Source: an optimization exercise on an open RTL-to-GDS flow (aim: small area, a short achievable clock period and few clock cycles). Production flows keep margins and buffers that such runs may drop.
The RTL was checked by simulation tests, not by an equivalence proof against the original design.
No activity file was given, so power comes from the tool's default toggle rates.

## flow/design.v (module list and top-level ports; edited modules follow where they fit)
// module CONV: 1680 lines
module CONV(
  input             clk,
  input             reset,
  output reg        busy,
  input             ready,
  output reg [11:0] iaddr,
  input      [19:0] idata,
  output reg        cwr,
  output reg [11:0] caddr_wr,
  output reg [19:0] cdata_wr,
  output            crd,
  output reg [11:0] caddr_rd,
  input      [19:0] cdata_rd,
  output reg [2:0]  csel
);
  // ...
==> flow/run.sh <==
#!/bin/bash
# synth_recipe.tcl (not shown) runs the flow's synth.tcl, then flattens the netlist and writes it again
# the make line also repeats each setting of config.mk as NAME=value (left out here)
make -C /OpenROAD-flow-scripts/flow DESIGN_CONFIG=/design/flow/config.mk WORK_HOME=/design/flow/orfs CLKGATE_MAP_FILE= SYNTH_SCRIPT=/design/flow/synth_recipe.tcl finish
==> flow/config.mk <==
export PLATFORM = sky130hd
export DESIGN_NAME = CONV
export DESIGN_NICKNAME = CONV
export VERILOG_FILES = /design/flow/design.v
export SDC_FILE = /design/flow/constraint.sdc
export NUM_CORES = 4
export LEC_CHECK = 0
export CAP_MARGIN = 20
export CORE_MARGIN = 2
export CORE_UTILIZATION = 40
export SETUP_SLACK_MARGIN = 4.0
export SLEW_MARGIN = 20
==> flow/constraint.sdc <==
create_clock -name core_clock -period 9.0 [get_ports {clk}]
set_input_delay 1.8000 -clock core_clock [delete_from_list [all_inputs] [get_ports {clk}]]
set_output_delay 1.8000 -clock core_clock [all_outputs]
set_load 0.01 [all_outputs]
==> flow_summary.yaml, run 1 <==
pwr:
  pwr-share-clk: 0.529
  power_density_mw_per_mm2: 97.86
  peakVddDrop_mv: 0.1220
  netSwitchingFraction: 0.2329
  finalPower_mw: 6.635
  powerClk_mw: 3.51
  comb_power_mw: 0.124
layout:
  fin_nets: 7391
  ff_latch_area_mm2: 0.01478
  bufAreaShareNonClock: 0.06007
  fin_util: 0.4714
  multi_input_area_mm2: 0.03969
critical_path:
  cp_num_buf_inv: 2
  cpPeakStageDelay_ps: 610
  cp_num_cells: 21
sta:
  hold_violations: 0
  rsz0062_at_grt: "yes"
  tns_ps: 0
  setup_viol: 0
  finalCriticalPeriod_ps: 5385
placement:
  post_dp_cell_area_mm2: 0.06148
floorplan:
  dieArea_mm2: 0.1481
  ioPinCount: 105
  die_w_um: 384.9
grt:
  antenna_found_initial: 6
logic_synthesis:
  syn_nets: 7217
  ys_seq_area_frac: 0.2528
clocking:
  cts_num_sinks: 651
  htree_levels: 3
min_path:
  holdPathEnd: "phm[0]"
drt:
  remaining_drc_errors: 0
  antenna_left: 0
  vias: 46780
status:
  outcome: "complete, no violations"
Testbench counts, summed over its fixed seeds: cycles 74,178.
==> run 2: changes to the inputs <==
--- a/flow/config.mk
+++ b/flow/config.mk
@@ -8,5 +8,5 @@
 export CAP_MARGIN = 20
 export CORE_MARGIN = 2
 export CORE_UTILIZATION = 40
-export SETUP_SLACK_MARGIN = 4.0
+export SETUP_SLACK_MARGIN = 5.0
 export SLEW_MARGIN = 20
==> flow_summary.yaml, run 2 <==
placement:
  gp_congestion: 0.9762
  portBuffers: 103
  place_ws_ps: 2623
  dp_hpwl_mm: 147.1
  placed_cells: 7843
logic_synthesis:
  synth_common_cells: "1044 x inv_1, 684 x fa_1, 469 x dfxtp_1, 466 x ha_1, 426 x nand2_1"
  synth_top_cell_by_area: "fa_1"
  yosysUniqueCellTypes: 90
  synth-simple-area-share: 0.08911
  ys_seq_area_frac: 0.2528
  yosys-top-cells-area: "fa_1 24%, dfxtp_1 16%, ha_1 10%"
  synth_top_family_by_area: "adder cells"
  syn_area_mm2: 0.05803
  async_reset_ff_frac: 0.05684
  yosysWarnings: 1
  muxShareOfSynthArea: 0.04090
  synth_fa_ha_area_frac: 0.3366
  synth_compound_area_frac: 0.1551
  postSynthAreaPerCell_um2: 9.634
  ys_ff_latch: 651
  ys.flop_type: "dfxtp_1"
  synth_edf_count: 145
  yosysMostFrequentCell: "inv_1"
  syn_inst: 6024
  syn_nets: 7217
  yosys.area.top_type_share: 0.2359
  synth_xor_area_frac: 0.03952
sta:
  final.period_utilization: 0.5808
  fmax_ghz: 0.1913
  hold_violations: 0
  tns_ps: 0
  worst_slew_pin_slew_ps: 1020
  hold_slack_ps: 320.8
  setup_viol: 0
  slew_headroom: 0.3130
  fin_worst_skew_ps: 75.26
  maxSlewViolCount: 0
  setup_slack_ps: 3773
  rsz0062_at_grt: "yes"
  finalCriticalPeriod_ps: 5227
drt:
  wirelength_mm: 211.7
  remaining_drc_errors: 0
  via_per_inst: 5.733
  detail_route.first_pass.iterations: 10
  drtIter0Drc: 5274
  wl_per_cell_um: 25.23
  antenna_left: 0
  vias: 48120
critical_path:
  path_class: "reg2reg"
  crit_fanout: 8
  rr_endpoint: "B0[22]"
  cp.arrival_ps: 5900
  cp.required_ps: 9670
  reg2reg_depth: 24
  end_kind: "flop"
  rrSetupSlack_ps: 3770
  r2r_start: "first2"
  startpoint_type: "flop"
clocking:
  cts_tree: "done"
  htree_levels: 3
  clk_latency_ps: 740
  cts_hold_buf: 0
  cts_num_sinks: 651
  clockRootBuffer: "clkbuf_16"
  cts_inserted_buffers: 84
  ctsLongestPathBuffers: 3
  clkTransAtPathRegs_ps: 70
layout:
  mostFrequentLayoutCells: "991 x inv_1, 582 x fa_1, 404 x ha_1, 402 x dfxtp_1, 387 x nand2_1"
  multi_input_area_mm2: 0.04135
  instances_no_fill: 8393
  final_common_cell: "inv_1"
  fillers: 12840
  ff_latch_area_mm2: 0.01485
  drive_above_1_share: 0.2128
  fin_nets: 7610
  area_growth_pct: 24.13
min_path:
  min_from: "n1[6]"
  holdPathStages: 0
  holdPathEnd: "nm[6]"
  hold_path.class: "reg2reg"
pwr:
  p_int_mw: 5.305
  p_comb_frac: 0.019
  pwr-share-clk: 0.547
  power_density_mw_per_mm2: 95.68
  netSwitchingFraction: 0.2304
  leakage_nw: 33.83
  pwr-share-seq: 0.434
  power.switching_mw: 1.588
  peakVddDrop_mv: 0.1243
grt:
  grt_pass1_vias: 48690
  met2_usage: 0.4227
  use_met3: 0.07925
  antenna_found_initial: 6
  globalRouteTotalUtil: 0.2796
  met1_usage: 0.3720
  gr-total-overflow: 0
  grt_pass1_wl_mm: 309.1
  busiest_layer: "met2"
  grt_max_degree: 47
floorplan:
  dieArea_mm2: 0.1481
  rows: 139
  coreArea_mm2: 0.1438
  die_w_um: 384.9
  start_util: 0.4035
  die_y_um: 384.9
  ioPinCount: 105
status:
  outcome: "complete, no violations"
run:
  maxCapViolCount: 0
[run 2: how the worst max path moves through the flow]
| stage | endpoint | startpoint | cells past startpoint |
|---|---|---|---|
| after detailed placement | C0[37] | SEL0[2] | 24 |
| after floorplan | A1[37] | first2 | 22 |
| after global routing | A0[37] | F5r[20] | 22 |
| after global placement | C0[37] | SEL0[2] | 22 |
| final | B0[22] | first2 | 24 |
| after CTS | A0[37] | first2 | 20 |
[run 2: cell type report]
type,instances,share of cell area
repair inverters,4,0.0005211
clock inverters,48,0.01009
flip-flops and latches,651,0.2061
multi-input cells,4062,0.5740
repair buffers,566,0.08688
diodes,4,0.0001389
well taps,1903,0.03305
clock buffers,107,0.03281
inverters,1048,0.05633
[run 2: logic make-up after synthesis]
kind of cell	Yosys count
AND/OR/NAND/NOR	1085
adder cells (fa/ha/maj)	1151
flip-flops	651
multiplexers	218
AO/OA/AOI/OAI	1340
buffers and inverters	1317
other	1
XOR/XNOR	261
[run 2: metal layers]
| layer | up-vias | share of wire |
|---|---|---|
| li1 | 21100 | - |
| met4 | 6 | 0.053 |
| met1 | 23770 | 0.41 |
| met5 | - | 0.00022 |
| met3 | 685 | 0.11 |
| met2 | 2554 | 0.43 |
[run 2: timing repair]
item,in CTS,in global routing
buffers inserted,243,110
cloned,30,8
endpoints found under the setup margin,302,292
pin swaps,167,205
gates resized for setup,496,297
[run 2: per-stage QoR]
step | area [um^2] | utilization | power [mW]
2_1_floorplan | 59450 | - | 3.127
3_3_place_gp | 62060 | 0.4315 | 3.185
3_5_place_dp | 62070 | 0.4316 | 3.188
4_1_cts | 69780 | 0.4851 | 6.946
5_1_grt | 72030 | 0.5008 | 7.068
6_report | 72040 | 0.5009 | 6.893
[run 2: power by group through the flow]
stage          registers (mW)  logic (mW)  clock network [mW]
2_1_floorplan            3.06      0.0660                   0
3_3_place_gp             3.06       0.121                   0
3_5_place_dp             3.06       0.124                   0
4_1_cts                  2.99       0.125                3.83
5_1_grt                  2.99       0.142                3.93
6_report                 2.99       0.128                3.77
[run 2: worst max-delay path, stage by stage (launching register included)]
cell	delay, ps
dfxtp_4	480
nor2b_4	210
buf_12	140
nand2_4	60
o21ai_4	70
fa_1	450
fa_1	500
ha_2	210
fa_2	430
a211oi_4	320
o21ai_2	80
a31oi_2	190
o211ai_1	110
buf_4	190
buf_4	140
buf_6	110
buf_6	110
buf_6	110
a21oi_4	130
o21bai_1	110
a21o_1	200
a21o_1	180
a21oi_2	140
fa_2	440
inv_1	60

separate check: timing with driven ports:
How much do the figures lean on ideal ports? The routed layouts below were timed once more, with nothing changed but the port constraints. Step 1, drivers: a clkbuf_16 drives clk and a buf_2 each remaining input, both assumed. Step 2 times the ports against the registers' clock, not the clock port: input delays grow and output delays shrink by t, the midpoint of the rising clock arrivals with the driver on. a / b / c = ideal ports / drivers / drivers and shift; a / b = the first two.
| run | shift t [ns] | setup WS [ns] | worst setup path after step 2 | clock arrival spread, ns | cell pins on the clock port's net |
|---|---|---|---|---|---|
| run 1 | 0.780 | 3.615 / 3.615 / 3.615 | register to register | 0.041 / 0.041 | 1 |
| run 2 | 0.780 | 3.773 / 3.773 / 3.773 | register to register | 0.077 / 0.076 | 1 |
After both steps setup and hold are still met in every run listed.
